Background: an optimization exercise with open tools, aiming at small area and a short achievable clock period. Do not read the settings as production practice.
Only simulation tests tie the RTL to the original design; equivalence was not proved.
No activity file was given, so power comes from the tool's default toggle rates.

==> flow/design.v <==
module ks_adder(input logic [31:0] pn, gn, input logic cin, output logic [31:0] sum, output logic cout);
  logic cin_n, g_l0_0, iv_g_l0_0, g_l1_1, g_l1_2, p_l1_2, g_l1_3, p_l1_3, g_l1_4, p_l1_4, g_l1_5, p_l1_5, g_l1_6, p_l1_6, g_l1_7, p_l1_7, g_l1_8, p_l1_8, g_l1_9, p_l1_9, g_l1_10, p_l1_10, g_l1_11, p_l1_11, g_l1_12, p_l1_12, g_l1_13, p_l1_13, g_l1_14, p_l1_14, g_l1_15, p_l1_15, g_l1_16, p_l1_16, g_l1_17, p_l1_17, g_l1_18, p_l1_18, g_l1_19, p_l1_19, g_l1_20, p_l1_20, g_l1_21, p_l1_21, g_l1_22, p_l1_22, g_l1_23, p_l1_23, g_l1_24, p_l1_24, g_l1_25, p_l1_25, g_l1_26, p_l1_26, g_l1_27, p_l1_27, g_l1_28, p_l1_28, g_l1_29, p_l1_29, g_l1_30, p_l1_30, g_l1_31, p_l1_31, g_l2_2, g_l2_3, g_l2_4, p_l2_4, g_l2_5, p_l2_5, g_l2_6, p_l2_6, g_l2_7, p_l2_7, g_l2_8, p_l2_8, g_l2_9, p_l2_9, g_l2_10, p_l2_10, g_l2_11, p_l2_11, g_l2_12, p_l2_12, g_l2_13, p_l2_13, g_l2_14, p_l2_14, g_l2_15, p_l2_15, g_l2_16, p_l2_16, g_l2_17, p_l2_17, g_l2_18, p_l2_18, g_l2_19, p_l2_19, g_l2_20, p_l2_20, g_l2_21, p_l2_21, g_l2_22, p_l2_22, g_l2_23, p_l2_23, g_l2_24, p_l2_24, g_l2_25, p_l2_25, g_l2_26, p_l2_26, g_l2_27, p_l2_27, g_l2_28, p_l2_28, g_l2_29, p_l2_29, g_l2_30, p_l2_30, g_l2_31, p_l2_31, g_l3_4, iv_g_l1_1, g_l3_5, g_l3_6, g_l3_7, g_l3_8, p_l3_8, g_l3_9, p_l3_9, g_l3_10, p_l3_10, g_l3_11, p_l3_11, g_l3_12, p_l3_12, g_l3_13, p_l3_13, g_l3_14, p_l3_14, g_l3_15, p_l3_15, g_l3_16, p_l3_16, g_l3_17, p_l3_17, g_l3_18, p_l3_18, g_l3_19, p_l3_19, g_l3_20, p_l3_20, g_l3_21, p_l3_21, g_l3_22, p_l3_22, g_l3_23, p_l3_23, g_l3_24, p_l3_24, g_l3_25, p_l3_25, g_l3_26, p_l3_26, g_l3_27, p_l3_27, g_l3_28, p_l3_28, g_l3_29, p_l3_29, g_l3_30, p_l3_30, g_l3_31, p_l3_31, g_l4_8, g_l4_9, iv_g_l2_2, g_l4_10, iv_g_l2_3, g_l4_11, g_l4_12, g_l4_13, g_l4_14, g_l4_15, g_l4_16, p_l4_16, g_l4_17, p_l4_17, g_l4_18, p_l4_18, g_l4_19, p_l4_19, g_l4_20, p_l4_20, g_l4_21, p_l4_21, g_l4_22, p_l4_22, g_l4_23, p_l4_23, g_l4_24, p_l4_24, g_l4_25, p_l4_25, g_l4_26, p_l4_26, g_l4_27, p_l4_27, g_l4_28, p_l4_28, g_l4_29, p_l4_29, g_l4_30, p_l4_30, g_l4_31, p_l4_31, g_l5_16, g_l5_17, g_l5_18, g_l5_19, iv_g_l3_4, g_l5_20, iv_g_l3_5, g_l5_21, iv_g_l3_6, g_l5_22, iv_g_l3_7, g_l5_23, g_l5_24, g_l5_25, g_l5_26, g_l5_27, g_l5_28, g_l5_29, g_l5_30, g_l5_31;
  inv1 u_cin_n(cin, cin_n);
  gcell_n u_g0(pn[0], cin_n, gn[0], g_l0_0);
  inv1 u_iv_g_l0_0(g_l0_0, iv_g_l0_0);
  gcell_n u_g1_1(pn[1], iv_g_l0_0, gn[1], g_l1_1);
  gcell_n u_g1_2(pn[2], gn[1], gn[2], g_l1_2);
  nor2c u_p1_2(pn[2], pn[1], p_l1_2);
  gcell_n u_g1_3(pn[3], gn[2], gn[3], g_l1_3);
  nor2c u_p1_3(pn[3], pn[2], p_l1_3);
  gcell_n u_g1_4(pn[4], gn[3], gn[4], g_l1_4);
  nor2c u_p1_4(pn[4], pn[3], p_l1_4);
  gcell_n u_g1_5(pn[5], gn[4], gn[5], g_l1_5);
  nor2c u_p1_5(pn[5], pn[4], p_l1_5);
  gcell_n u_g1_6(pn[6], gn[5], gn[6], g_l1_6);
  nor2c u_p1_6(pn[6], pn[5], p_l1_6);
  gcell_n u_g1_7(pn[7], gn[6], gn[7], g_l1_7);
  nor2c u_p1_7(pn[7], pn[6], p_l1_7);
  gcell_n u_g1_8(pn[8], gn[7], gn[8], g_l1_8);
  nor2c u_p1_8(pn[8], pn[7], p_l1_8);
  gcell_n u_g1_9(pn[9], gn[8], gn[9], g_l1_9);
  nor2c u_p1_9(pn[9], pn[8], p_l1_9);
  gcell_n u_g1_10(pn[10], gn[9], gn[10], g_l1_10);
  nor2c u_p1_10(pn[10], pn[9], p_l1_10);
  gcell_n u_g1_11(pn[11], gn[10], gn[11], g_l1_11);
  nor2c u_p1_11(pn[11], pn[10], p_l1_11);
  gcell_n u_g1_12(pn[12], gn[11], gn[12], g_l1_12);
  nor2c u_p1_12(pn[12], pn[11], p_l1_12);
  gcell_n u_g1_13(pn[13], gn[12], gn[13], g_l1_13);
  nor2c u_p1_13(pn[13], pn[12], p_l1_13);
  gcell_n u_g1_14(pn[14], gn[13], gn[14], g_l1_14);
  nor2c u_p1_14(pn[14], pn[13], p_l1_14);
  gcell_n u_g1_15(pn[15], gn[14], gn[15], g_l1_15);
  nor2c u_p1_15(pn[15], pn[14], p_l1_15);
  gcell_n u_g1_16(pn[16], gn[15], gn[16], g_l1_16);
  nor2c u_p1_16(pn[16], pn[15], p_l1_16);
  gcell_n u_g1_17(pn[17], gn[16], gn[17], g_l1_17);
  nor2c u_p1_17(pn[17], pn[16], p_l1_17);
  gcell_n u_g1_18(pn[18], gn[17], gn[18], g_l1_18);
  nor2c u_p1_18(pn[18], pn[17], p_l1_18);
  gcell_n u_g1_19(pn[19], gn[18], gn[19], g_l1_19);
  nor2c u_p1_19(pn[19], pn[18], p_l1_19);
  gcell_n u_g1_20(pn[20], gn[19], gn[20], g_l1_20);
  nor2c u_p1_20(pn[20], pn[19], p_l1_20);
  gcell_n u_g1_21(pn[21], gn[20], gn[21], g_l1_21);
  nor2c u_p1_21(pn[21], pn[20], p_l1_21);
  gcell_n u_g1_22(pn[22], gn[21], gn[22], g_l1_22);
  nor2c u_p1_22(pn[22], pn[21], p_l1_22);
  gcell_n u_g1_23(pn[23], gn[22], gn[23], g_l1_23);
  nor2c u_p1_23(pn[23], pn[22], p_l1_23);
  gcell_n u_g1_24(pn[24], gn[23], gn[24], g_l1_24);
  nor2c u_p1_24(pn[24], pn[23], p_l1_24);
  gcell_n u_g1_25(pn[25], gn[24], gn[25], g_l1_25);
  nor2c u_p1_25(pn[25], pn[24], p_l1_25);
  gcell_n u_g1_26(pn[26], gn[25], gn[26], g_l1_26);
  nor2c u_p1_26(pn[26], pn[25], p_l1_26);
  gcell_n u_g1_27(pn[27], gn[26], gn[27], g_l1_27);
  nor2c u_p1_27(pn[27], pn[26], p_l1_27);
  gcell_n u_g1_28(pn[28], gn[27], gn[28], g_l1_28);
  nor2c u_p1_28(pn[28], pn[27], p_l1_28);
  gcell_n u_g1_29(pn[29], gn[28], gn[29], g_l1_29);
  nor2c u_p1_29(pn[29], pn[28], p_l1_29);
  gcell_n u_g1_30(pn[30], gn[29], gn[30], g_l1_30);
  nor2c u_p1_30(pn[30], pn[29], p_l1_30);
  gcell_n u_g1_31(pn[31], gn[30], gn[31], g_l1_31);
  nor2c u_p1_31(pn[31], pn[30], p_l1_31);
  gcell_p u_g2_2(p_l1_2, g_l0_0, g_l1_2, g_l2_2);
  gcell_p u_g2_3(p_l1_3, g_l1_1, g_l1_3, g_l2_3);
  gcell_p u_g2_4(p_l1_4, g_l1_2, g_l1_4, g_l2_4);
  nand2c u_p2_4(p_l1_4, p_l1_2, p_l2_4);
  gcell_p u_g2_5(p_l1_5, g_l1_3, g_l1_5, g_l2_5);
  nand2c u_p2_5(p_l1_5, p_l1_3, p_l2_5);
  gcell_p u_g2_6(p_l1_6, g_l1_4, g_l1_6, g_l2_6);
  nand2c u_p2_6(p_l1_6, p_l1_4, p_l2_6);
  gcell_p u_g2_7(p_l1_7, g_l1_5, g_l1_7, g_l2_7);
  nand2c u_p2_7(p_l1_7, p_l1_5, p_l2_7);
  gcell_p u_g2_8(p_l1_8, g_l1_6, g_l1_8, g_l2_8);
  nand2c u_p2_8(p_l1_8, p_l1_6, p_l2_8);
  gcell_p u_g2_9(p_l1_9, g_l1_7, g_l1_9, g_l2_9);
  nand2c u_p2_9(p_l1_9, p_l1_7, p_l2_9);
  gcell_p u_g2_10(p_l1_10, g_l1_8, g_l1_10, g_l2_10);
  nand2c u_p2_10(p_l1_10, p_l1_8, p_l2_10);
  gcell_p u_g2_11(p_l1_11, g_l1_9, g_l1_11, g_l2_11);
  nand2c u_p2_11(p_l1_11, p_l1_9, p_l2_11);
  gcell_p u_g2_12(p_l1_12, g_l1_10, g_l1_12, g_l2_12);
  nand2c u_p2_12(p_l1_12, p_l1_10, p_l2_12);
  gcell_p u_g2_13(p_l1_13, g_l1_11, g_l1_13, g_l2_13);
  nand2c u_p2_13(p_l1_13, p_l1_11, p_l2_13);
  gcell_p u_g2_14(p_l1_14, g_l1_12, g_l1_14, g_l2_14);
  nand2c u_p2_14(p_l1_14, p_l1_12, p_l2_14);
  gcell_p u_g2_15(p_l1_15, g_l1_13, g_l1_15, g_l2_15);
  nand2c u_p2_15(p_l1_15, p_l1_13, p_l2_15);
  gcell_p u_g2_16(p_l1_16, g_l1_14, g_l1_16, g_l2_16);
  nand2c u_p2_16(p_l1_16, p_l1_14, p_l2_16);
  gcell_p u_g2_17(p_l1_17, g_l1_15, g_l1_17, g_l2_17);
  nand2c u_p2_17(p_l1_17, p_l1_15, p_l2_17);
  gcell_p u_g2_18(p_l1_18, g_l1_16, g_l1_18, g_l2_18);
  nand2c u_p2_18(p_l1_18, p_l1_16, p_l2_18);
  gcell_p u_g2_19(p_l1_19, g_l1_17, g_l1_19, g_l2_19);
  nand2c u_p2_19(p_l1_19, p_l1_17, p_l2_19);
  gcell_p u_g2_20(p_l1_20, g_l1_18, g_l1_20, g_l2_20);
  nand2c u_p2_20(p_l1_20, p_l1_18, p_l2_20);
  gcell_p u_g2_21(p_l1_21, g_l1_19, g_l1_21, g_l2_21);
  nand2c u_p2_21(p_l1_21, p_l1_19, p_l2_21);
  gcell_p u_g2_22(p_l1_22, g_l1_20, g_l1_22, g_l2_22);
  nand2c u_p2_22(p_l1_22, p_l1_20, p_l2_22);
  gcell_p u_g2_23(p_l1_23, g_l1_21, g_l1_23, g_l2_23);
  nand2c u_p2_23(p_l1_23, p_l1_21, p_l2_23);
  gcell_p u_g2_24(p_l1_24, g_l1_22, g_l1_24, g_l2_24);
  nand2c u_p2_24(p_l1_24, p_l1_22, p_l2_24);
  gcell_p u_g2_25(p_l1_25, g_l1_23, g_l1_25, g_l2_25);
  nand2c u_p2_25(p_l1_25, p_l1_23, p_l2_25);
  gcell_p u_g2_26(p_l1_26, g_l1_24, g_l1_26, g_l2_26);
  nand2c u_p2_26(p_l1_26, p_l1_24, p_l2_26);
  gcell_p u_g2_27(p_l1_27, g_l1_25, g_l1_27, g_l2_27);
  nand2c u_p2_27(p_l1_27, p_l1_25, p_l2_27);
  gcell_p u_g2_28(p_l1_28, g_l1_26, g_l1_28, g_l2_28);
  nand2c u_p2_28(p_l1_28, p_l1_26, p_l2_28);
  gcell_p u_g2_29(p_l1_29, g_l1_27, g_l1_29, g_l2_29);
  nand2c u_p2_29(p_l1_29, p_l1_27, p_l2_29);
  gcell_p u_g2_30(p_l1_30, g_l1_28, g_l1_30, g_l2_30);
  nand2c u_p2_30(p_l1_30, p_l1_28, p_l2_30);
  gcell_p u_g2_31(p_l1_31, g_l1_29, g_l1_31, g_l2_31);
  nand2c u_p2_31(p_l1_31, p_l1_29, p_l2_31);
  gcell_n u_g3_4(p_l2_4, iv_g_l0_0, g_l2_4, g_l3_4);
  inv1 u_iv_g_l1_1(g_l1_1, iv_g_l1_1);
  gcell_n u_g3_5(p_l2_5, iv_g_l1_1, g_l2_5, g_l3_5);
  gcell_n u_g3_6(p_l2_6, g_l2_2, g_l2_6, g_l3_6);
  gcell_n u_g3_7(p_l2_7, g_l2_3, g_l2_7, g_l3_7);
  gcell_n u_g3_8(p_l2_8, g_l2_4, g_l2_8, g_l3_8);
  nor2c u_p3_8(p_l2_8, p_l2_4, p_l3_8);
  gcell_n u_g3_9(p_l2_9, g_l2_5, g_l2_9, g_l3_9);
  nor2c u_p3_9(p_l2_9, p_l2_5, p_l3_9);
  gcell_n u_g3_10(p_l2_10, g_l2_6, g_l2_10, g_l3_10);
  nor2c u_p3_10(p_l2_10, p_l2_6, p_l3_10);
  gcell_n u_g3_11(p_l2_11, g_l2_7, g_l2_11, g_l3_11);
  nor2c u_p3_11(p_l2_11, p_l2_7, p_l3_11);
  gcell_n u_g3_12(p_l2_12, g_l2_8, g_l2_12, g_l3_12);
  nor2c u_p3_12(p_l2_12, p_l2_8, p_l3_12);
  gcell_n u_g3_13(p_l2_13, g_l2_9, g_l2_13, g_l3_13);
  nor2c u_p3_13(p_l2_13, p_l2_9, p_l3_13);
  gcell_n u_g3_14(p_l2_14, g_l2_10, g_l2_14, g_l3_14);
  nor2c u_p3_14(p_l2_14, p_l2_10, p_l3_14);
  gcell_n u_g3_15(p_l2_15, g_l2_11, g_l2_15, g_l3_15);
  nor2c u_p3_15(p_l2_15, p_l2_11, p_l3_15);
  gcell_n u_g3_16(p_l2_16, g_l2_12, g_l2_16, g_l3_16);
  nor2c u_p3_16(p_l2_16, p_l2_12, p_l3_16);
  gcell_n u_g3_17(p_l2_17, g_l2_13, g_l2_17, g_l3_17);
  nor2c u_p3_17(p_l2_17, p_l2_13, p_l3_17);
  gcell_n u_g3_18(p_l2_18, g_l2_14, g_l2_18, g_l3_18);
  nor2c u_p3_18(p_l2_18, p_l2_14, p_l3_18);
  gcell_n u_g3_19(p_l2_19, g_l2_15, g_l2_19, g_l3_19);
  nor2c u_p3_19(p_l2_19, p_l2_15, p_l3_19);
  gcell_n u_g3_20(p_l2_20, g_l2_16, g_l2_20, g_l3_20);
  nor2c u_p3_20(p_l2_20, p_l2_16, p_l3_20);
  gcell_n u_g3_21(p_l2_21, g_l2_17, g_l2_21, g_l3_21);
  nor2c u_p3_21(p_l2_21, p_l2_17, p_l3_21);
  gcell_n u_g3_22(p_l2_22, g_l2_18, g_l2_22, g_l3_22);
  nor2c u_p3_22(p_l2_22, p_l2_18, p_l3_22);
  gcell_n u_g3_23(p_l2_23, g_l2_19, g_l2_23, g_l3_23);
  nor2c u_p3_23(p_l2_23, p_l2_19, p_l3_23);
  gcell_n u_g3_24(p_l2_24, g_l2_20, g_l2_24, g_l3_24);
  nor2c u_p3_24(p_l2_24, p_l2_20, p_l3_24);
  gcell_n u_g3_25(p_l2_25, g_l2_21, g_l2_25, g_l3_25);
  nor2c u_p3_25(p_l2_25, p_l2_21, p_l3_25);
  gcell_n u_g3_26(p_l2_26, g_l2_22, g_l2_26, g_l3_26);
  nor2c u_p3_26(p_l2_26, p_l2_22, p_l3_26);
  gcell_n u_g3_27(p_l2_27, g_l2_23, g_l2_27, g_l3_27);
  nor2c u_p3_27(p_l2_27, p_l2_23, p_l3_27);
  gcell_n u_g3_28(p_l2_28, g_l2_24, g_l2_28, g_l3_28);
  nor2c u_p3_28(p_l2_28, p_l2_24, p_l3_28);
  gcell_n u_g3_29(p_l2_29, g_l2_25, g_l2_29, g_l3_29);
  nor2c u_p3_29(p_l2_29, p_l2_25, p_l3_29);
  gcell_n u_g3_30(p_l2_30, g_l2_26, g_l2_30, g_l3_30);
  nor2c u_p3_30(p_l2_30, p_l2_26, p_l3_30);
  gcell_n u_g3_31(p_l2_31, g_l2_27, g_l2_31, g_l3_31);
  nor2c u_p3_31(p_l2_31, p_l2_27, p_l3_31);
  gcell_p u_g4_8(p_l3_8, g_l0_0, g_l3_8, g_l4_8);
  gcell_p u_g4_9(p_l3_9, g_l1_1, g_l3_9, g_l4_9);
  inv1 u_iv_g_l2_2(g_l2_2, iv_g_l2_2);
  gcell_p u_g4_10(p_l3_10, iv_g_l2_2, g_l3_10, g_l4_10);
  inv1 u_iv_g_l2_3(g_l2_3, iv_g_l2_3);
  gcell_p u_g4_11(p_l3_11, iv_g_l2_3, g_l3_11, g_l4_11);
  gcell_p u_g4_12(p_l3_12, g_l3_4, g_l3_12, g_l4_12);
  gcell_p u_g4_13(p_l3_13, g_l3_5, g_l3_13, g_l4_13);
  gcell_p u_g4_14(p_l3_14, g_l3_6, g_l3_14, g_l4_14);
  gcell_p u_g4_15(p_l3_15, g_l3_7, g_l3_15, g_l4_15);
  gcell_p u_g4_16(p_l3_16, g_l3_8, g_l3_16, g_l4_16);
  nand2c u_p4_16(p_l3_16, p_l3_8, p_l4_16);
  gcell_p u_g4_17(p_l3_17, g_l3_9, g_l3_17, g_l4_17);
  nand2c u_p4_17(p_l3_17, p_l3_9, p_l4_17);
  gcell_p u_g4_18(p_l3_18, g_l3_10, g_l3_18, g_l4_18);
  nand2c u_p4_18(p_l3_18, p_l3_10, p_l4_18);
  gcell_p u_g4_19(p_l3_19, g_l3_11, g_l3_19, g_l4_19);
  nand2c u_p4_19(p_l3_19, p_l3_11, p_l4_19);
  gcell_p u_g4_20(p_l3_20, g_l3_12, g_l3_20, g_l4_20);
  nand2c u_p4_20(p_l3_20, p_l3_12, p_l4_20);
  gcell_p u_g4_21(p_l3_21, g_l3_13, g_l3_21, g_l4_21);
  nand2c u_p4_21(p_l3_21, p_l3_13, p_l4_21);
  gcell_p u_g4_22(p_l3_22, g_l3_14, g_l3_22, g_l4_22);
  nand2c u_p4_22(p_l3_22, p_l3_14, p_l4_22);
  gcell_p u_g4_23(p_l3_23, g_l3_15, g_l3_23, g_l4_23);
  nand2c u_p4_23(p_l3_23, p_l3_15, p_l4_23);
  gcell_p u_g4_24(p_l3_24, g_l3_16, g_l3_24, g_l4_24);
  nand2c u_p4_24(p_l3_24, p_l3_16, p_l4_24);
  gcell_p u_g4_25(p_l3_25, g_l3_17, g_l3_25, g_l4_25);
  nand2c u_p4_25(p_l3_25, p_l3_17, p_l4_25);
  gcell_p u_g4_26(p_l3_26, g_l3_18, g_l3_26, g_l4_26);
  nand2c u_p4_26(p_l3_26, p_l3_18, p_l4_26);
  gcell_p u_g4_27(p_l3_27, g_l3_19, g_l3_27, g_l4_27);
  nand2c u_p4_27(p_l3_27, p_l3_19, p_l4_27);
  gcell_p u_g4_28(p_l3_28, g_l3_20, g_l3_28, g_l4_28);
  nand2c u_p4_28(p_l3_28, p_l3_20, p_l4_28);
  gcell_p u_g4_29(p_l3_29, g_l3_21, g_l3_29, g_l4_29);
  nand2c u_p4_29(p_l3_29, p_l3_21, p_l4_29);
  gcell_p u_g4_30(p_l3_30, g_l3_22, g_l3_30, g_l4_30);
  nand2c u_p4_30(p_l3_30, p_l3_22, p_l4_30);
  gcell_p u_g4_31(p_l3_31, g_l3_23, g_l3_31, g_l4_31);
  nand2c u_p4_31(p_l3_31, p_l3_23, p_l4_31);
  gcell_n u_g5_16(p_l4_16, iv_g_l0_0, g_l4_16, g_l5_16);
  gcell_n u_g5_17(p_l4_17, iv_g_l1_1, g_l4_17, g_l5_17);
  gcell_n u_g5_18(p_l4_18, g_l2_2, g_l4_18, g_l5_18);
  gcell_n u_g5_19(p_l4_19, g_l2_3, g_l4_19, g_l5_19);
  inv1 u_iv_g_l3_4(g_l3_4, iv_g_l3_4);
  gcell_n u_g5_20(p_l4_20, iv_g_l3_4, g_l4_20, g_l5_20);
  inv1 u_iv_g_l3_5(g_l3_5, iv_g_l3_5);
  gcell_n u_g5_21(p_l4_21, iv_g_l3_5, g_l4_21, g_l5_21);
  inv1 u_iv_g_l3_6(g_l3_6, iv_g_l3_6);
  gcell_n u_g5_22(p_l4_22, iv_g_l3_6, g_l4_22, g_l5_22);
  inv1 u_iv_g_l3_7(g_l3_7, iv_g_l3_7);
  gcell_n u_g5_23(p_l4_23, iv_g_l3_7, g_l4_23, g_l5_23);
  gcell_n u_g5_24(p_l4_24, g_l4_8, g_l4_24, g_l5_24);
  gcell_n u_g5_25(p_l4_25, g_l4_9, g_l4_25, g_l5_25);
  gcell_n u_g5_26(p_l4_26, g_l4_10, g_l4_26, g_l5_26);
  gcell_n u_g5_27(p_l4_27, g_l4_11, g_l4_27, g_l5_27);
  gcell_n u_g5_28(p_l4_28, g_l4_12, g_l4_28, g_l5_28);
  gcell_n u_g5_29(p_l4_29, g_l4_13, g_l4_29, g_l5_29);
  gcell_n u_g5_30(p_l4_30, g_l4_14, g_l4_30, g_l5_30);
  gcell_n u_g5_31(p_l4_31, g_l4_15, g_l4_31, g_l5_31);
  assign sum[0] = ~(pn[0] ^ cin);
  assign sum[1] = ~(pn[1] ^ g_l0_0);
  assign sum[2] = ~(pn[2] ^ g_l1_1);
  assign sum[3] = pn[3] ^ g_l2_2;
  assign sum[4] = pn[4] ^ g_l2_3;
  assign sum[5] = ~(pn[5] ^ g_l3_4);
  assign sum[6] = ~(pn[6] ^ g_l3_5);
  assign sum[7] = ~(pn[7] ^ g_l3_6);
  assign sum[8] = ~(pn[8] ^ g_l3_7);
  assign sum[9] = pn[9] ^ g_l4_8;
  assign sum[10] = pn[10] ^ g_l4_9;
  assign sum[11] = pn[11] ^ g_l4_10;
  assign sum[12] = pn[12] ^ g_l4_11;
  assign sum[13] = pn[13] ^ g_l4_12;
  assign sum[14] = pn[14] ^ g_l4_13;
  assign sum[15] = pn[15] ^ g_l4_14;
  assign sum[16] = pn[16] ^ g_l4_15;
  assign sum[17] = ~(pn[17] ^ g_l5_16);
  assign sum[18] = ~(pn[18] ^ g_l5_17);
  assign sum[19] = ~(pn[19] ^ g_l5_18);
  assign sum[20] = ~(pn[20] ^ g_l5_19);
  assign sum[21] = ~(pn[21] ^ g_l5_20);
  assign sum[22] = ~(pn[22] ^ g_l5_21);
  assign sum[23] = ~(pn[23] ^ g_l5_22);
  assign sum[24] = ~(pn[24] ^ g_l5_23);
  assign sum[25] = ~(pn[25] ^ g_l5_24);
  assign sum[26] = ~(pn[26] ^ g_l5_25);
  assign sum[27] = ~(pn[27] ^ g_l5_26);
  assign sum[28] = ~(pn[28] ^ g_l5_27);
  assign sum[29] = ~(pn[29] ^ g_l5_28);
  assign sum[30] = ~(pn[30] ^ g_l5_29);
  assign sum[31] = ~(pn[31] ^ g_l5_30);
  assign cout = g_l5_31;
endmodule
module gcell_p(input logic ph, gl, gh, output logic y);
  assign y = ~((ph & gl) | gh);
endmodule
module gcell_n(input logic phn, gln, ghn, output logic y);
  assign y = ~((phn | gln) & ghn);
endmodule
module nand2c(input logic a, b, output logic y);
  assign y = ~(a & b);
endmodule
module nor2c(input logic a, b, output logic y);
  assign y = ~(a | b);
endmodule
module inv1(input logic a, output logic y);
  assign y = ~a;
endmodule
module processor(input logic clk,
                 input logic rst,
                 input logic [31:0] instruction, read_data,
                 output logic [31:0] pc, direction, write_data,
                 output logic mem_write);
  logic [3:0] cond, cmd, rn, rd, rs, rm;
  logic [1:0] op, sh;
  logic       ibit, sbit, sh_reg;
  assign cond   = instruction[31:28];
  assign op     = instruction[27:26];
  assign ibit   = instruction[25];
  assign cmd    = instruction[24:21];
  assign sbit   = instruction[20];
  assign rn     = instruction[19:16];
  assign rd     = instruction[15:12];
  assign rs     = instruction[11:8];
  assign sh     = instruction[6:5];
  assign sh_reg = instruction[4];
  assign rm     = instruction[3:0];
  logic dp, mem, br, load, store, is_shift, is_mvn, sh_src, mov_imm, mvn_imm;
  logic alu_src, no_write, shift_reg_op;
  assign dp       = (op == 2'b00);
  assign mem      = (op == 2'b01);
  assign br       = (op == 2'b10);
  assign load     = mem & sbit;
  assign store    = mem & ~sbit;
  assign is_shift = (cmd == 4'b1101);
  assign is_mvn   = (cmd == 4'b1111);
  assign sh_src   = dp & (is_shift | is_mvn);
  assign mov_imm  = dp & is_shift & ibit;
  assign mvn_imm  = dp & is_mvn & ibit;
  assign alu_src  = ~dp | ibit | (is_shift & ~sh_reg);
  assign no_write = dp & ((cmd == 4'b1010) | (cmd == 4'b1011));
  assign shift_reg_op = dp & is_shift & ~ibit;
  logic op_sub, op_and, op_eor, op_orr, op_not, op_lsl, op_lsr, op_ror, op_add, op_cv;
  assign op_sub = dp & ~is_shift & ((cmd == 4'b0010) | (cmd == 4'b1010));
  assign op_and = dp & ~is_shift & (cmd == 4'b0000);
  assign op_eor = dp & ~is_shift & (cmd == 4'b0001);
  assign op_orr = dp & ~is_shift & (cmd == 4'b1100);
  assign op_not = dp & ~is_shift & (cmd == 4'b1111);
  assign op_lsl = shift_reg_op & (sh == 2'b00);
  assign op_lsr = shift_reg_op & (sh == 2'b01);
  assign op_ror = shift_reg_op & (sh == 2'b11);
  assign op_add = ~(op_sub | op_and | op_eor | op_orr | op_not | shift_reg_op);
  assign op_cv  = ~(op_and | op_eor | op_orr | op_not | op_lsl | op_lsr | op_ror);
  logic flag_n, flag_z, flag_c, flag_v, cond_ex, ge;
  assign ge = (flag_n == flag_v);
  always_comb
    case (cond)
      4'b0000: cond_ex = flag_z;
      4'b0001: cond_ex = ~flag_z;
      4'b0010: cond_ex = flag_c;
      4'b0011: cond_ex = ~flag_c;
      4'b0100: cond_ex = flag_n;
      4'b0101: cond_ex = ~flag_n;
      4'b0110: cond_ex = flag_v;
      4'b0111: cond_ex = ~flag_v;
      4'b1000: cond_ex = flag_c & ~flag_z;
      4'b1001: cond_ex = ~(flag_c & ~flag_z);
      4'b1010: cond_ex = ge;
      4'b1011: cond_ex = ~ge;
      4'b1100: cond_ex = ~flag_z & ge;
      4'b1101: cond_ex = ~(~flag_z & ge);
      4'b1110: cond_ex = 1'b1;
      default: cond_ex = 1'b0;
    endcase
  logic [31:0] pc_plus_4, pc_plus_8;
  logic [28:0] pc_hi_inc;
  assign pc_hi_inc = pc[31:3] + 29'd1;
  assign pc_plus_8 = {pc_hi_inc, pc[2:0]};
  assign pc_plus_4 = pc[2] ? {pc_hi_inc, 1'b0, pc[1:0]} : {pc[31:3], 1'b1, pc[1:0]};
  logic [31:0] rf [0:14];
  logic [3:0]  a1, a2;
  logic [15:0] sel1, sel2;
  logic [31:0] rd1, rd2;
  logic [15:0] dec_rn, dec_rm, dec_rs, dec_rd;
  logic        s1_rm, s1_rn, s2_rs, s2_rd, s2_rm;
  assign dec_rn = 16'b1 << rn;
  assign dec_rm = 16'b1 << rm;
  assign dec_rs = 16'b1 << rs;
  assign dec_rd = 16'b1 << rd;
  assign s1_rm  = sh_src & ~ibit;
  assign s1_rn  = ~sh_src & ~br;
  assign s2_rs  = sh_src;
  assign s2_rd  = ~sh_src & store;
  assign s2_rm  = ~sh_src & ~store;
  assign sel1 = ({16{s1_rm}} & dec_rm) | ({16{s1_rn}} & dec_rn) | {br, 15'b0};
  assign sel2 = ({16{s2_rs}} & dec_rs) | ({16{s2_rd}} & dec_rd) | ({16{s2_rm}} & dec_rm);
  logic [31:0] g1 [0:4];
  logic [31:0] g2 [0:4];
  genvar gi, gj;
  generate
    for (gi = 0; gi < 5; gi++) begin : g_rd
      for (gj = 0; gj < 32; gj++) begin : g_bit
        ao222n c1(sel1[3*gi], rf[3*gi][gj], sel1[3*gi+1], rf[3*gi+1][gj], sel1[3*gi+2], rf[3*gi+2][gj], g1[gi][gj]);
        ao222n c2(sel2[3*gi], rf[3*gi][gj], sel2[3*gi+1], rf[3*gi+1][gj], sel2[3*gi+2], rf[3*gi+2][gj], g2[gi][gj]);
      end
    end
  endgenerate
  assign rd1 = ~(g1[0] & g1[1] & g1[2] & g1[3] & g1[4]) | ({32{sel1[15]}} & pc_plus_8)
             | ({32{mvn_imm}} & imm_ext);
  assign rd2 = ~(g2[0] & g2[1] & g2[2] & g2[3] & g2[4]) | ({32{sel2[15]}} & pc_plus_8);
  logic [31:0] imm_rot, imm_ext, imm8_ext;
  assign imm8_ext = {24'b0, instruction[7:0]};
  assign imm_rot  = {imm8_ext, imm8_ext} >> {instruction[11:8], 1'b0};
  assign imm_ext = mem ? {20'b0, instruction[11:0]}
                 : br  ? {{6{instruction[23]}}, instruction[23:0], 2'b00}
                 : (dp & ~(is_shift & ~ibit)) ? imm_rot
                 : {27'b0, instruction[11:7]};
  logic [31:0] a, b, bx, sum, rot, shres, res;
  logic [4:0]  n, r;
  logic        big, cout, ovf;
  logic [31:0] thermo, mask;
  assign bx = alu_src ? (imm_ext ^ {32{op_sub}}) : (rd2 ^ {32{op_sub}});
  assign b  = bx ^ {32{op_sub}};
  assign a  = rd1;
  logic [31:0] pn, gn;
  generate
    for (gj = 0; gj < 32; gj++) begin : g_pg
      pgcell pg(a[gj], bx[gj], pn[gj], gn[gj]);
    end
  endgenerate
  ks_adder add(pn, gn, op_sub, sum, cout);
  assign ovf  = (a[31] ^ sum[31]) & ~(a[31] ^ b[31] ^ op_sub);
  assign n   = bx[4:0];
  assign big = |bx[31:5];
  assign r   = op_lsl ? (5'd0 - n) : n;
  logic [31:0] lv [0:5];
  assign lv[0] = a;
  generate
    for (gi = 0; gi < 5; gi++) begin : g_rot
      for (gj = 0; gj < 32; gj++) begin : g_bit
        mux2n m(lv[gi][gj], lv[gi][(gj + (1 << gi)) % 32], r[gi], lv[gi + 1][gj]);
      end
    end
  endgenerate
  assign rot = ~lv[5];
  assign thermo = ~32'b0 << n;
  assign mask = {32{op_ror}} | ({32{~big}} & (({32{op_lsl}} & thermo) | ({32{op_lsr}} & (~32'b0 >> n))));
  assign shres = rot & mask;
  logic [31:0] rest;
  logic        arith;
  assign arith = op_add | op_sub;
  assign rest = ({32{op_and | op_orr}} & ~gn)
              | ({32{op_eor | op_orr}} & ~pn)
              | ({32{op_not}} & ~a)
              | ({32{op_lsl | op_lsr | op_ror}} & shres);
  generate
    for (gj = 0; gj < 32; gj++) begin : g_res
      ao21 fin(arith, sum[gj], rest[gj], res[gj]);
    end
  endgenerate
  assign direction = res;
  logic        we, pc_src, fw_nz, fw_cv;
  logic [31:0] wd;
  assign we     = (dp | load) & cond_ex & ~no_write;
  assign pc_src = (br | ((rd == 4'b1111) & (dp | load))) & cond_ex;
  assign fw_nz  = dp & sbit & cond_ex;
  assign fw_cv  = fw_nz & op_cv;
  assign wd     = load ? read_data : res;
  generate
    for (gi = 0; gi < 15; gi++) begin : g_wr
      always_ff @(posedge clk)
        if (we && rd == gi) rf[gi] <= wd;
    end
  endgenerate
  always_ff @(posedge clk)
    if (rst) pc <= 32'b0;
    else pc <= pc_src ? wd : pc_plus_4;
  always_ff @(posedge clk)
    if (rst) begin
      flag_n <= 1'b0;
      flag_z <= 1'b0;
      flag_c <= 1'b0;
      flag_v <= 1'b0;
    end else begin
      if (fw_nz) begin
        flag_n <= res[31];
        flag_z <= ~|res;
      end
      if (fw_cv) begin
        flag_c <= (op_add | op_sub) & cout;
        flag_v <= (op_add | op_sub) & ovf;
      end
    end
  assign write_data = rd2;
  assign mem_write  = store & cond_ex;
endmodule
module ao222n(input logic a0, b0, a1, b1, a2, b2, output logic y);
  assign y = ~((a0 & b0) | (a1 & b1) | (a2 & b2));
endmodule
module mux2n(input logic d0, d1, s, output logic y);
  assign y = ~(s ? d1 : d0);
endmodule
module pgcell(input logic a, b, output logic pn, gn);
  assign pn = ~(a ^ b);
  assign gn = ~(a & b);
endmodule
module ao21(input logic a, b, c, output logic y);
  assign y = (a & b) | c;
endmodule
==> flow/flow/run.sh <==
#!/bin/bash
# The standard ORFS flow (standard.sh), with two changes to how the layout is made:
# - repair_timing aims for more setup slack than zero (SETUP_SLACK_MARGIN), so the
#   resizer shortens the critical paths instead of stopping at the 30 ns clock;
# - the port buffers are buf_2 cells instead of the slow delay buffers buffer_ports picks.
# The SDC, clock period, floorplan, power grid, tap cells, CTS and routing are as standard.
set -euo pipefail
MARGIN=$(cat flow/margin.txt)
bash standard.sh "SETUP_SLACK_MARGIN=${MARGIN}" \
  "BUFFER_PORTS_ARGS=-buffer_cell sky130_fd_sc_hd__buf_2" finish > flow_make.log 2>&1
==> flow/flow/margin.txt <==
12
==> flow/standard.sh <==
#!/bin/bash
# synth_recipe.tcl (not shown) runs the flow's synth.tcl, then flattens the netlist and writes it again
# the make line also repeats each setting of config.mk as NAME=value (left out here)
make -C /OpenROAD-flow-scripts/flow DESIGN_CONFIG=/design/flow/config.mk WORK_HOME=/design/flow/orfs CLKGATE_MAP_FILE= SYNTH_SCRIPT=/design/flow/synth_recipe.tcl "${@:-finish}"
==> flow/config.mk <==
export PLATFORM = sky130hd
export DESIGN_NAME = processor
export DESIGN_NICKNAME = processor
export VERILOG_FILES = /design/flow/design.v
export SDC_FILE = /design/flow/constraint.sdc
export NUM_CORES = 4
export LEC_CHECK = 0
export CAP_MARGIN = 20
export CORE_MARGIN = 2
export CORE_UTILIZATION = 40
export SLEW_MARGIN = 20
export SYNTH_HIERARCHICAL = 1
==> flow/constraint.sdc <==
create_clock -name core_clock -period 30.0 [get_ports {clk}]
set_input_delay 6.0000 -clock core_clock [delete_from_list [all_inputs] [get_ports {clk}]]
set_output_delay 6.0000 -clock core_clock [all_outputs]
set_load 0.01 [all_outputs]
==> results of run 1 <==
metrics by stage:
stage | util [%] | std cells | total power [mW] | setup WS, ns | hold WS [ns]
2_1_floorplan | - | 2741 | 1.27 | 12.04 | 0.449
3_3_place_gp | 44.4 | 3906 | 1.56 | 10.59 | 0.485
3_5_place_dp | 44.4 | 3906 | 1.56 | 10.58 | 0.493
4_1_cts | 47.3 | 4016 | 2.27 | 12.00 | 0.500
5_1_grt | 47.7 | 4031 | 2.35 | 11.95 | 0.535
6_report | 47.7 | 4031 | 2.30 | 12.01 | 0.498
final cells by class:
cell class,count,area (µm²),share of cell area (%)
sequential,516,15100,41.8
multi-input combinational,2013,15800,43.5
clock inverter,22,322,0.888
timing repair buffer,267,1760,4.86
tap,1030,1290,3.56
inverter,101,382,1.05
clock buffer,82,1560,4.31
placed cells by master (no fill, tap or decap), drive strengths merged, types with 45 or more instances in the layout:
cell type	Yosys	final
a222oi	321	321
mux2i	181	181
o22ai	45	45
clkbuf	77	84
nand2	179	179
nor2	213	213
and3	57	57
a21oi	146	146
inv	101	104
edfxtp	480	480
o21ai	155	155
xnor2	81	81
buf	35	265
nand3	76	76
cell families (layout without fill, tap and decap cells):
| kind of cell | Yosys count | in the layout | synth area share (%) |
|---|---|---|---|
| XOR/XNOR | 118 | 118 | 3.39 |
| AND/OR/NAND/NOR | 704 | 704 | 11.2 |
| adder cells (fa/ha/maj) | 37 | 37 | 1.51 |
| buffers and inverters | 213 | 472 | 2.80 |
| AO/OA/AOI/OAI | 931 | 932 | 24.4 |
| multiplexers | 222 | 222 | 7.44 |
| flip-flops | 516 | 516 | 49.3 |
per-module statistics from Yosys, one instance, submodules excluded:
module,flops+latches,cells inside,cell area (µm²)
ao21,0,1,7.51
ao222n,0,1,10.0
gcell_n,0,1,5.00
gcell_p,0,1,8.76
inv1,0,1,3.75
ks_adder,0,32,280
mux2n,0,1,10.0
nand2c,0,1,3.75
nor2c,0,1,3.75
pgcell,0,3,20.0
processor,516,1864,23500
flip-flops by register name, indices dropped and copies added, names as in the netlist:
name	cells
flag_n	1
flag_z	1
rf	480
flag_v	1
flag_c	1
pc	32
worst paths after layout:
path	cells after the start	end	slack, ns	start
worst max register to register	21	flag_z	22.53	pc[3]
worst min register to register	2	flag_v	0.50	flag_v
worst max-delay path	23	direction[4]	12.01	instruction[10]
worst min-delay path	2	flag_v	0.50	flag_v
critical path, stage by stage:
cell and delay [ns]:
buf_2 0.36, nor4bb_2 0.54, nand2_1 0.37, o221ai_4 0.28
buf_4 0.51, a222oi_1 0.14, nand4_1 0.18, nor2_1 0.12
a21oi_2 0.27, xnor2_4 0.16, buf_12 0.21, inv_1 0.06
ha_1 0.25, ha_1 0.30, nand2_1 0.08, o21ai_4 0.09
buf_12 0.25, mux2i_1 0.36, mux2i_1 0.16, mux2i_1 0.49
o31ai_2 0.14, a21o_1 0.38, buf_2 0.23
per-layer routing:
| metal | vias up | share of wire, % | global-route usage, % |
|---|---|---|---|
| met5 | - | 0 | 0 |
| met4 | 0 | 6.3 | 19.3 |
| met3 | 444 | 13 | 8.11 |
| met2 | 2400 | 45 | 58.0 |
| met1 | 14400 | 36 | 46.8 |
| li1 | 11900 | - | - |
what timing repair did:
action                     in CTS  in global routing
gates cloned                    0                  2
setup endpoints to repair      32                 26
resized for setup              54                 31
pin swaps                       3                  5
setup buffers                   6                 13
power groups by stage:
stage	clock network, mW	logic (mW)	registers (mW)
6_report	0.709	0.702	0.891
5_1_grt	0.737	0.722	0.891
4_1_cts	0.711	0.667	0.890
3_5_place_dp	0	0.655	0.905
3_3_place_gp	0	0.651	0.904
2_1_floorplan	0	0.371	0.897
==> run notes, run 1 <==
* Syn-to-layout area delta at 17.8%
* Clk latency of the worst-skew pair at 0.66 ns
* Share of cells above drive strength 1 at 19.9%
* Worst Max-Slew Pin Slew at roughly 1.3 ns
* RSZ-0062 raised after global routing: true
* Flop pwr share at 38.7%
* First-pass GRT wire length at around 210 mm
* Placer Congestion at 0.994
* Startpoint types: input pin
* P_leak at 12.2 nW
* Largest area contributor in the netlist: edfxtp_1
* Top post-synthesis cells by count: edfxtp_1, a222oi_1, nor2_1
* Post-route clock period utilization at approximately 60%
* Gate count after technology mapping at 2,741
* Drc violations at 0
* Sequential-to-total area share from yosys stat at 49.3%
* Dominant synthesized flop cell: edfxtp_1
* Initial Util at 40.5%
* Sw Ratio at 35.7%
* CP endpoint kind: output port
* Top post-synthesis cells by area: edfxtp_1, a222oi_1, mux2i_1
* Synth warnings at 13
* FF+latch count, synth at around 520
* Design Area, Final at 36,200 µm²
* Overall Global Routing Usage at a little over a third
* Syn_area_per_cell at 11.2 µm²
* Crit Path Max Fanout at 32
* Antenna violations before repair at 4
* Post-synth ARST share at 0%
* Setup TNS at 0 ns
* Worst path required time at 24.00 ns
* Comb pwr share at between 30 and 40%
* Post-synthesis cell type count at 100
* Max Cap Viol at 0
* Clock share of power at 30.8%
* Worst Skew at 0.0511 ns
* Fmax at 55.6 MHz
* Full die area at 79,100 µm²
* Rel. slew slack at 13.8%
* CTS tree: built
* Number of enable flip-flop cells after synthesis at 480
* DP Area at 33,700 µm²
* Total CTS buffers at 56
* Via count at approximately 29,000
* Vias in the first global route at ~27,000
* CTS root buf: clkbuf_16
* DRT iter0 DRCs at roughly 6,400
* Detailed Routing Iterations Pass 1 at 13
* Final Hold Fails at 0
* Die Wd at ~280 µm
* Dpl hpwl at 105 mm
* Crit path kind: in -> out
* Grt ovf at 0
* Reg clk slew, reported paths at ~0.050 ns
* Number of H-tree levels at 2
* Clk buf depth at 3
* Largest net degree at the start of global routing at 43
* Core area at around 76,000 µm²
* Switch Pwr at 0.822 mW
* Final nets at 3,058
* Area of the mapped netlist at ~31,000 µm²
* Total Wirelength at 151 mm
* Power Density at 63.6 nW/µm²
* Run status: finished clean
* Clk sinks at 516
* Antenna cells at 0
* Syn_nets at 2,844
* Vias per cell at 7.25
* IO buf count at 162
* Top-level I/O count at roughly 160
* Crit path DAT at around 12 ns
* Design internal power at 1.48 mW
* Die Span Y at approximately 280 µm
* Row cnt at 101
* Hold_buf cts at 0
* Worst hold path class: reg -> reg
* Most frequent cell after synthesis: edfxtp_1
* Synth top area share at 46.9%
* Final Max Tran Viols at 0
* DRT antenna net count at 0
* Final setup violating endpoints at 0
* Maximum vdd drop at just over 0.05 mV
* Fillers at around 7,000
* Final min period at 17.99 ns
* Wire length per cell at between 30 and 40 µm
==> inputs of run 2 (changes only) <==
--- a/flow/design.v
+++ b/flow/design.v
@@ -413,8 +413,10 @@
   assign n   = bx[4:0];
   assign big = |bx[31:5];
-  assign r   = op_lsl ? (5'd0 - n) : n;
+  assign r   = n ^ {5{op_lsl}};
   logic [31:0] lv [0:5];
-  assign lv[0] = a;
   generate
+    for (gj = 0; gj < 32; gj++) begin : g_pre
+      mux2n m(a[gj], a[(gj + 1) % 32], op_lsl, lv[0][gj]);
+    end
     for (gi = 0; gi < 5; gi++) begin : g_rot
       for (gj = 0; gj < 32; gj++) begin : g_bit
@@ -423,5 +425,5 @@
     end
   endgenerate
-  assign rot = ~lv[5];
+  assign rot = lv[5];
   assign thermo = ~32'b0 << n;
   assign mask = {32{op_ror}} | ({32{~big}} & (({32{op_lsl}} & thermo) | ({32{op_lsr}} & (~32'b0 >> n))));
==> flow/flow/margin.txt (replaced) <==
12.5
--- a/flow/config.mk
+++ b/flow/config.mk
@@ -8,5 +8,7 @@
 export CAP_MARGIN = 20
 export CORE_MARGIN = 2
-export CORE_UTILIZATION = 40
+export CORE_UTILIZATION = 55
+export CTS_CLUSTER_DIAMETER = 100
+export CTS_CLUSTER_SIZE = 20
 export SLEW_MARGIN = 20
 export SYNTH_HIERARCHICAL = 1
==> run notes, run 2 <==
* Hold endpoint: flag_c (was flag_v)
* Post-synthesis cell type count at 82 (was 100)
* Top delay family on crit path: compound AO/OA/AOI/OAI gates (was buffers and inverters)
* Vias per cell at 8.12 (was 7.25)
* Overall Global Routing Usage at 47.5% (was 36.6%)
* R2R Setup Slk at 23.39 ns (was 22.53 ns)
* Final min period at 17.56 ns (was 17.99 ns)
* Largest net degree at the start of global routing at 51 (was 43)
* Full die area at 58,400 µm² (was 79,100 µm²)
* Area of the mapped netlist at 31,100 µm² (was 30,700 µm²)
* Register area at 15,100 µm² (unchanged)
* Top-level I/O count at 163 (unchanged)
* DP Area at 33,600 µm² (was 33,700 µm²)
* Commonest cells after routing, fill and taps aside: edfxtp_1, a222oi_1, nand2_1 (was edfxtp_1, a222oi_1, nor2_1)
* Worst hold path class: reg -> reg (unchanged)
* Syn_nets at 2,924 (was 2,844)
* Top post-synthesis cells by area: edfxtp_1, a222oi_1, mux2i_1 (unchanged)
* Power Density at 58.0 nW/µm² (was 63.6 nW/µm²)
* Core area at 56,100 µm² (was 75,900 µm²)
* Number of enable flip-flop cells after synthesis at 480 (unchanged)
* Max Cap Viol at 0 (unchanged)
* Final Max Tran Viols at 0 (unchanged)
* Post-route clock period utilization at 58.5% (was 60.0%)
* Via count at 30,700 (was 29,200)
* Critical-path cell list: buf_2, nand3_4, mux2i_1, a21o_4, buf_4, o21ai_4, buf_4, a222oi_1, nand3_1, nor2_1, o21ai_0, o21bai_1, xnor2_1, ha_1, inv_1, nor2_1, nand2_1, nor2_1, nand2_1, o21ai_2, xnor2_2, a21o_1, buf_2 (was buf_2, nor4bb_2, nand2_1, o221ai_4, buf_4, a222oi_1, nand4_1, nor2_1, a21oi_2, xnor2_4, buf_12, inv_1, ha_1, ha_1, nand2_1, o21ai_4, buf_12, mux2i_1, mux2i_1, mux2i_1, o31ai_2, a21o_1, buf_2)
* Worst Path Buf+Inv at 5 (was 6)
* RSZ-0062 raised after global routing: true (unchanged)
* Crit path kind: in -> out (unchanged)
* Synth top area share at 46.4% (was 46.9%)
* CP most frequent cell: nor2_1 (was mux2i_1)
* Pre-CTS WS at 11.44 ns (was 10.58 ns)
* CTS root buf: clkbuf_16 (unchanged)
* Top post-synthesis cells by count: edfxtp_1, a222oi_1, nand2_1 (was edfxtp_1, a222oi_1, nor2_1)
* CTS tree: built (unchanged)
* Largest area contributor in the netlist: edfxtp_1 (unchanged)
* Wire length per cell at 38.1 µm (was 37.4 µm)
* Crit path DAT at 11.56 ns (was 11.99 ns)
* Pwr Total at 2.05 mW (was 2.30 mW)
* Max reg flops at 480 (unchanged)
* Total Wirelength at 144 mm (was 151 mm)
* M1 wire length at 45.0 mm (was 54.8 mm)
* Final Hold Fails at 0 (unchanged)
* Clk latency of the worst-skew pair at 0.63 ns (was 0.66 ns)
* DRT iter0 DRCs at 7,661 (was 6,422)
* Die Span Y at 242 µm (was 281 µm)
* Slowest-stage cell, CP: o21ai_0 (was nor4bb_2)
* CP endpoint kind: output port (unchanged)
* Final Util at 63.0% (was 47.7%)
* Crit Path Max Fanout at 32 (unchanged)
* Final setup violating endpoints at 0 (unchanged)
* First-pass GRT wire length at 203 mm (was 205 mm)
* Antenna violations before repair at 12 (was 4)
* Worst r2r dst: flag_z (unchanged)
* Placer Congestion at 1.08 (was 0.994)
* Worst flop-to-flop path startpoint: pc[16] (was pc[3])
* Hold path startpoint: flag_c (was flag_v)
* Hold Path Stages at 2 (unchanged)
* Vias in the first global route at 28,700 (was 27,300)
* Grt ovf at 0 (unchanged)
* Synth warnings at 12 (was 13)
* Area occupied by multi-input gates at 16,200 µm² (was 15,800 µm²)
* FF+latch count, synth at 516 (unchanged)
* WL met3 at 23.0 mm (was 18.9 mm)
* Clk sinks at 516 (unchanged)
* Worst setup margin at 12.44 ns (was 12.01 ns)
* Initial Util at 55.4% (was 40.5%)
* IO buf count at 162 (unchanged)
* P_leak at 11.9 nW (was 12.2 nW)
* DRT antenna net count at 0 (unchanged)
* Maximum vdd drop at 0.0610 mV (was 0.0504 mV)
* Fmax at 56.9 MHz (was 55.6 MHz)
* Total CTS buffers at 29 (was 56)
* Dpl hpwl at 101 mm (was 105 mm)
* Startpoint types: input pin (unchanged)
* Worst path required time at 24.00 ns (about the same)
* R2R depth at 23 (was 21)
* Most frequent cell after synthesis: edfxtp_1 (unchanged)
* Worst Max-Slew Pin Slew at 1.34 ns (was 1.29 ns)
* Die Wd at 242 µm (was 281 µm)
* Fillers at 4,411 (was 6,983)
* Syn-to-layout area delta at 13.7% (was 17.8%)
* Gate count after technology mapping at 2,824 (was 2,741)
* Run status: finished clean (unchanged)
* Number of H-tree levels at 1 (was 2)
* Reg clk slew, reported paths at 0.10 ns (was 0.05 ns)
* Max Used Layer: met5 (was met4)
* Design Area, Final at 35,300 µm² (was 36,200 µm²)
* Regs by FF count: rf x480, pc x32 (unchanged)
* Rel. slew slack at 10.6% (was 13.8%)
* Syn_area_per_cell at 11.0 µm² (was 11.2 µm²)
* Dominant synthesized flop cell: edfxtp_1 (unchanged)
* Row cnt at 87 (was 101)
* Setup TNS at 0 ns (unchanged)
* Most common cell after layout, fill and taps aside: edfxtp_1 (unchanged)
* Drc violations at 0 (unchanged)
* Detailed Routing Iterations Pass 1 at 16 (was 13)
* Post-synth ARST share at 0% (unchanged)
* Final nets at 3,101 (was 3,058)
* Routed wl met2 at 62.5 mm (was 67.5 mm)
* Biggest register: rf (unchanged)
* Share of cells above drive strength 1 at 19.0% (was 19.9%)
* Worst Skew at 0.0389 ns (was 0.0511 ns)
* Sequential-to-total area share from yosys stat at 48.7% (was 49.3%)
* Max incr delay on CP at 0.46 ns (was 0.54 ns)
* Clk buf depth at 3 (unchanged)
-- run 2: cells by family after synthesis --
kind of cell             count (synthesis)  share of synthesized area [%]
buffers and inverters                  221                           2.81
AO/OA/AOI/OAI                          921                           23.8
AND/OR/NAND/NOR                        769                           11.8
XOR/XNOR                               113                           3.19
adder cells (fa/ha/maj)                 34                           1.37
flip-flops                             516                           48.7
multiplexers                           250                           8.25
-- run 2: Yosys stat by module (local to each module, per instance), excerpt --
| module | cells | area [µm²] | copies in the design | flip-flops and latches |
|---|---|---|---|---|
| processor | 1915 | 23500 | 1 | 516 |
| ks_adder | 32 | 280 | 1 | 0 |
| mux2n | 1 | 10.0 | 192 | 0 |
| gcell_p | 1 | 8.76 | 54 | 0 |
| gcell_n | 1 | 5.00 | 76 | 0 |
| inv1 | 1 | 3.75 | 9 | 0 |
| nand2c | 1 | 3.75 | 44 | 0 |
| nor2c | 1 | 3.75 | 54 | 0 |
-- run 2: area by class of cell --
type	count	share of cell area [%]
antenna	5	0.0354
clock buffer	53	2.37
clock inverter	1	0.0248
inverter	99	1.06
multi-input combinational	2087	46.0
sequential	516	42.9
tap	756	2.68
timing repair buffer	268	4.98
-- run 2: routing by layer --
layer,GRT usage [%],vias up
met2,74.5,3211
li1,-,12100
met4,28.7,10
met3,16.4,873
met5,2.04,-
met1,56.3,14500
-- run 2: worst max-delay path by stage --
stage | from | end | cells after the start
after floorplan | instruction[23] | direction[28] | 21
after global placement | instruction[23] | direction[7] | 22
after detailed placement | instruction[23] | direction[7] | 23
after CTS | instruction[27] | direction[7] | 25
after global routing | instruction[9] | direction[31] | 21
final | instruction[23] | direction[31] | 23
-- run 2: metrics by stage --
step | std cells | hold WS, ns
after CTS | 3763 | 0.530
final | 3785 | 0.544
after global placement | 3702 | 0.489
after detailed placement | 3702 | 0.516
after floorplan | 2824 | 0.432
after global routing | 3781 | 0.554
-- run 2: what timing repair did --
item / 4_1_cts / 5_1_grt
setup endpoints to repair: 32 / 32
resized for setup: 79 / 73
gates cloned: 0 / 2
pin swaps: 2 / 9
hold buffers: 0 / 0
setup buffers: 7 / 15
-- run 2: tightest hold or removal path: stages (launching register included) --
cell and delay, ns:
dfxtp_1 0.37, nand2_1 0.08, a21oi_1 0.06
-- run 2: report_power, final --
group	switching [mW]	internal, mW	total, mW
clock	0.228	0.189	0.417
combinational	0.533	0.206	0.739
sequential	0.0178	0.875	0.893
==> inputs of run 3 (changes only) <==
--- a/flow/design.v
+++ b/flow/design.v
@@ -362,4 +362,5 @@
   logic [15:0] sel1, sel2;
   logic [31:0] rd1, rd2;
+  genvar gi, gj;
   logic [15:0] dec_rn, dec_rm, dec_rs, dec_rd;
   logic        s1_rm, s1_rn, s2_rs, s2_rd, s2_rm;
@@ -373,9 +374,17 @@
   assign s2_rd  = ~sh_src & store;
   assign s2_rm  = ~sh_src & ~store;
-  assign sel1 = ({16{s1_rm}} & dec_rm) | ({16{s1_rn}} & dec_rn) | {br, 15'b0};
-  assign sel2 = ({16{s2_rs}} & dec_rs) | ({16{s2_rd}} & dec_rd) | ({16{s2_rm}} & dec_rm);
+  logic [15:0] sel1_n, sel2_n;
+  generate
+    for (gi = 0; gi < 15; gi++) begin : g_sel
+      ao22n  c1(s1_rm, dec_rm[gi], s1_rn, dec_rn[gi], sel1_n[gi]);
+      ao222n c2(s2_rs, dec_rs[gi], s2_rd, dec_rd[gi], s2_rm, dec_rm[gi], sel2_n[gi]);
+    end
+  endgenerate
+  ao222n c1_15(s1_rm, dec_rm[15], s1_rn, dec_rn[15], br, 1'b1, sel1_n[15]);
+  ao222n c2_15(s2_rs, dec_rs[15], s2_rd, dec_rd[15], s2_rm, dec_rm[15], sel2_n[15]);
+  assign sel1 = ~sel1_n;
+  assign sel2 = ~sel2_n;
   logic [31:0] g1 [0:4];
   logic [31:0] g2 [0:4];
-  genvar gi, gj;
   generate
     for (gi = 0; gi < 5; gi++) begin : g_rd
@@ -413,5 +422,5 @@
   assign n   = bx[4:0];
   assign big = |bx[31:5];
-  assign r   = n ^ {5{op_lsl}};
+  assign r   = alu_src ? (instruction[11:7] ^ {5{op_lsl}}) : (rd2[4:0] ^ {5{op_lsl}});
   logic [31:0] lv [0:5];
   generate
@@ -428,5 +437,4 @@
   assign thermo = ~32'b0 << n;
   assign mask = {32{op_ror}} | ({32{~big}} & (({32{op_lsl}} & thermo) | ({32{op_lsr}} & (~32'b0 >> n))));
-  assign shres = rot & mask;
   logic [31:0] rest;
   logic        arith;
@@ -434,9 +442,8 @@
   assign rest = ({32{op_and | op_orr}} & ~gn)
               | ({32{op_eor | op_orr}} & ~pn)
-              | ({32{op_not}} & ~a)
-              | ({32{op_lsl | op_lsr | op_ror}} & shres);
+              | ({32{op_not}} & ~a);
   generate
     for (gj = 0; gj < 32; gj++) begin : g_res
-      ao21 fin(arith, sum[gj], rest[gj], res[gj]);
+      ao221 fin(arith, sum[gj], rot[gj], mask[gj], rest[gj], res[gj]);
     end
   endgenerate
@@ -487,5 +494,8 @@
   assign gn = ~(a & b);
 endmodule
-module ao21(input logic a, b, c, output logic y);
-  assign y = (a & b) | c;
+module ao221(input logic a0, b0, a1, b1, c, output logic y);
+  assign y = (a0 & b0) | (a1 & b1) | c;
+endmodule
+module ao22n(input logic a0, b0, a1, b1, output logic y);
+  assign y = ~((a0 & b0) | (a1 & b1));
 endmodule
==> run notes, run 3 <==
* CTS tree: built (unchanged)
* Max incr delay on CP at 0.94 ns (was 0.46 ns)
* CTS root buf: clkbuf_16 (unchanged)
* Commonest cells after routing, fill and taps aside: edfxtp_1, a222oi_1, nor2_1 (was edfxtp_1, a222oi_1, nand2_1)
* Maximum vdd drop at 0.0618 mV (was 0.0610 mV)
* FF+latch count, synth at 516 (unchanged)
* Die Span Y at 241 µm (was 242 µm)
* Worst Path Buf+Inv at 4 (was 5)
* Initial Util at 55.9% (was 55.4%)
* Number of enable flip-flop cells after synthesis at 480 (unchanged)
* Run status: finished clean (unchanged)
* Reg clk slew, reported paths at 0.09 ns (was 0.10 ns)
* Dominant synthesized flop cell: edfxtp_1 (unchanged)
* Final min period at 17.54 ns (was 17.56 ns)
* Hold_buf cts at 0 (unchanged)
* Max reg flops at 480 (unchanged)
* Sw Ratio at 37.0% (was 38.0%)
* Core area at 55,300 µm² (was 56,100 µm²)
* Worst Max-Slew Pin Slew at 1.23 ns (was 1.34 ns)
* IO buf count at 162 (unchanged)
* Regs by FF count: rf x480, pc x32 (unchanged)
* Clk sinks at 516 (unchanged)
* Wire length per cell at 39.0 µm (was 38.1 µm)
* Rel. slew slack at 17.3% (was 10.6%)
* Clock share of power at 21.2% (was 20.3%)
* Most frequent cell after synthesis: edfxtp_1 (unchanged)
* Dpl hpwl at 100 mm (was 101 mm)
* Most common cell after layout, fill and taps aside: edfxtp_1 (unchanged)
* Top post-synthesis cells by count: edfxtp_1, a222oi_1, nor2_1 (was edfxtp_1, a222oi_1, nand2_1)
* Biggest register: rf (unchanged)
* Placer Congestion at 1.12 (was 1.08)
* Top-level I/O count at 163 (unchanged)
* Setup TNS at 0 ns (unchanged)
* Largest net degree at the start of global routing at 62 (was 51)
* Area occupied by multi-input gates at 15,600 µm² (was 16,200 µm²)
* Crit path launch: instruction[26] (was instruction[23])
* Sequential-to-total area share from yosys stat at 49.0% (was 48.7%)
* Full die area at 58,100 µm² (was 58,400 µm²)
* Post-synthesis cell type count at 78 (was 82)
* Final Max Tran Viols at 0 (unchanged)
* RSZ-0062 raised after global routing: false (was true)
* Fmax at 57.0 MHz (was 56.9 MHz)
* Drc violations at 0 (unchanged)
* Critical-path cell list: buf_2, buf_8, or2_4, buf_4, nor3_1, nand2_2, o21ai_0, mux2i_1, mux2i_2, mux2i_1, mux2i_1, mux2i_1, mux2i_1, a221o_1, buf_2 (was buf_2, nand3_4, mux2i_1, a21o_4, buf_4, o21ai_4, buf_4, a222oi_1, nand3_1, nor2_1, o21ai_0, o21bai_1, xnor2_1, ha_1, inv_1, nor2_1, nand2_1, nor2_1, nand2_1, o21ai_2, xnor2_2, a21o_1, buf_2)
* Hold path startpoint: flag_c (unchanged)
* Via count at 29,900 (was 30,700)
* Total Wirelength at 146 mm (was 144 mm)
* Overall Global Routing Usage at 48.6% (was 47.5%)
* CP endpoint kind: output port (unchanged)
* Fillers at 4,504 (was 4,411)
* Post-route clock period utilization at 58.5% (about the same)
* Final Util at 63.1% (was 63.0%)
* Number of H-tree levels at 1 (unchanged)
* Top delay family on crit path: simple AND/OR/NAND/NOR gates (was compound AO/OA/AOI/OAI gates)
* DP Area at 32,900 µm² (was 33,600 µm²)
* Total CTS buffers at 29 (unchanged)
* Worst setup margin at 12.46 ns (was 12.44 ns)
* DRT antenna net count at 0 (unchanged)
* Design Area, Final at 34,900 µm² (was 35,300 µm²)
* CP most frequent cell: mux2i_1 (was nor2_1)
* Slowest-stage cell, CP: nor3_1 (was o21ai_0)
* Synth warnings at 12 (unchanged)
* Clk buf depth at 3 (unchanged)
* Worst hold path class: reg -> reg (unchanged)
* First-pass GRT wire length at 200 mm (was 203 mm)
* Largest area contributor in the netlist: edfxtp_1 (unchanged)
* Crit Path Max Fanout at 33 (was 32)
* Flop pwr share at 45.0% (was 43.6%)
* DRT iter0 DRCs at 7,081 (was 7,661)
* Detailed Routing Iterations Pass 1 at 14 (was 16)
* Worst path required time at 24.00 ns (about the same)
* Crit path kind: in -> out (unchanged)
* Share of cells above drive strength 1 at 19.1% (was 19.0%)
* Post-synth ARST share at 0% (unchanged)
* Worst Skew at 0.0399 ns (was 0.0389 ns)
* Die Wd at 241 µm (was 242 µm)
* Comb pwr share at 33.8% (was 36.1%)
* Hold slack at 0.479 ns (was 0.544 ns)
* Top post-synthesis cells by area: edfxtp_1, a222oi_1, mux2i_1 (unchanged)
* Syn_area_per_cell at 11.1 µm² (was 11.0 µm²)
* Vias in the first global route at 27,700 (was 28,700)
* Startpoint types: input pin (unchanged)
* Final setup violating endpoints at 0 (unchanged)
* Syn_nets at 2,886 (was 2,924)
* Antenna violations before repair at 12 (unchanged)
* Pre-CTS WS at 10.38 ns (was 11.44 ns)
* P_leak at 11.7 nW (was 11.9 nW)
* Row cnt at 86 (was 87)
* Switch Pwr at 0.730 mW (was 0.779 mW)
* Synth top area share at 46.6% (was 46.4%)
* Design internal power at 1.25 mW (was 1.27 mW)
* Grt ovf at 0 (unchanged)
* Final nets at 3,075 (was 3,101)
* Clk latency of the worst-skew pair at 0.63 ns (about the same)
* Vias per cell at 7.97 (was 8.12)
* Worst flop-to-flop path startpoint: pc[3] (was pc[16])
* Final Hold Fails at 0 (unchanged)
* Register area at 15,100 µm² (unchanged)
* Max Cap Viol at 0 (unchanged)
* Power Density at 56.6 nW/µm² (was 58.0 nW/µm²)
* Crit path DAT at 11.54 ns (was 11.56 ns)
* Syn-to-layout area delta at 13.0% (was 13.7%)
* Area of the mapped netlist at 30,900 µm² (was 31,100 µm²)
* Gate count after technology mapping at 2,787 (was 2,824)
==> run 3: cell count changes after synthesis, moves of 16 or more <==
cell / previous run / this run
a21o_1: 35 / 4
a21oi_1: 90 / 57
a221o_1: 7 / 34
a222oi_1: 321 / 337
clkbuf_1: 101 / 77
inv_1: 98 / 131
nand2_1: 221 / 173
nand3_1: 104 / 71
nor2_1: 202 / 238
nor3_1: 33 / 54
o21ai_0: 73 / 121
o22a_1: 16 / 37
o22ai_1: 41 / 13
==> run 3: layout make-up <==
class / instances / share of cell area, %
Clock buffer: 53 / 2.37
Multi-Input combinational cell: 2028 / 44.8
Timing Repair inverter: 5 / 0.0896
Sequential cell: 516 / 43.3
Antenna cell: 4 / 0.0287
Timing Repair Buffer: 262 / 4.63
Tap cell: 748 / 2.68
Clock inverter: 1 / 0.0251
Inverter: 134 / 2.04
==> run 3: path summary, 6_finish.rpt <==
kind,end,slack [ns],cells after the start
setup / recovery,direction[6],12.46,15
hold reg to reg,flag_c,0.48,2
hold / removal,flag_c,0.48,2
setup reg to reg,flag_z,23.02,24
==> run 3: tightest hold or removal path: cells and delay by family, from the launching register on <==
| kind | cells | cell delay [ns] |
|---|---|---|
| simple gates | 1 | 0.06 |
| compound gates | 1 | 0.05 |
| flops | 1 | 0.33 |
==> run 3: cell families after synthesis <==
| logic type | synth area share [%] |
|---|---|
| AOI/OAI and AO/OA | 24.1 |
| and+or+nand+nor | 10.9 |
| DFF | 49.0 |
| muxes | 8.22 |
| buffers and inverters | 3.17 |
| xor gates and xnor gates | 3.26 |
| adders and majority gates | 1.34 |
| other | 0.0121 |
==> run 3: power by group through the flow <==
stage	Sequential, mW	Clock [mW]	Combinational [mW]
6_report	0.888	0.419	0.668
3_3_place_gp	0.902	0	0.585
3_5_place_dp	0.903	0	0.595
5_1_grt	0.889	0.438	0.682
2_1_floorplan	0.897	0	0.346
4_1_cts	0.886	0.412	0.604
==> run 3: stage by stage <==
step,power [mW],std cells
CTS,1.90,3714
finish,1.98,3751
global route,2.01,3748
floorplan,1.24,2787
detailed placement,1.50,3652
global placement,1.49,3652
==> run 3: what timing repair did <==
action / in CTS / in global routing
resized for setup: 80 / 98
setup endpoints to repair: 32 / 32
setup buffers: 7 / 28
cloned: 1 / 5
pin swaps: 6 / 29
==> run 3: per-layer routing <==
layer | routed length [µm] | GRT usage (%) | vias up
met5 | 100 | 0 | -
met4 | 15300 | 36.0 | 14
met3 | 24300 | 18.8 | 800
met2 | 60700 | 72.2 | 2910
met1 | 45900 | 57.2 | 14200
li1 | - | - | 12000
==> run 3: Yosys stat by module (local to each module, per instance) <==
module | cell area [µm²] | times used | flip-flops and latches | cells inside
processor | 22900 | 1 | 516 | 1846
ks_adder | 280 | 1 | 0 | 32
pgcell | 20.0 | 32 | 0 | 3
ao22n | 12.5 | 15 | 0 | 1
ao221 | 10.0 | 32 | 0 | 1
ao222n | 10.0 | 337 | 0 | 1
mux2n | 10.0 | 192 | 0 | 1
gcell_p | 8.76 | 54 | 0 | 1
gcell_n | 5.00 | 76 | 0 | 1
inv1 | 3.75 | 9 | 0 | 1
nand2c | 3.75 | 44 | 0 | 1
nor2c | 3.75 | 54 | 0 | 1

what the ideal ports hide:
The results above use ideal ports. As a check the final layouts listed here were re-extracted and re-timed, cells and wires unchanged.
Step 1 assumes that a clkbuf_16 drives the clock port and a buf_2 every other input.
Step 2, shift: input delay + t, output delay - t, t = (earliest + latest rising clock arrival at the registers) / 2. This alone moves slack from input paths to output paths.
a / b / c = ideal ports / drivers / drivers and shift; a / b = the first two.
run | t (ns) | setup slack, ns | worst setup path at the end
run 1 | 0.706 | 12.011 / 11.986 / 11.986 | input to output
run 2 | 0.669 | 12.439 / 12.407 / 12.407 | input to output
run 3 | 0.674 | 12.460 / 12.416 / 12.416 | input to output
After both steps setup and hold are still met in every run listed. The setup slack of run 3, which loses most, moves by -0.044 ns with the drivers and by -0.044 ns with both steps.
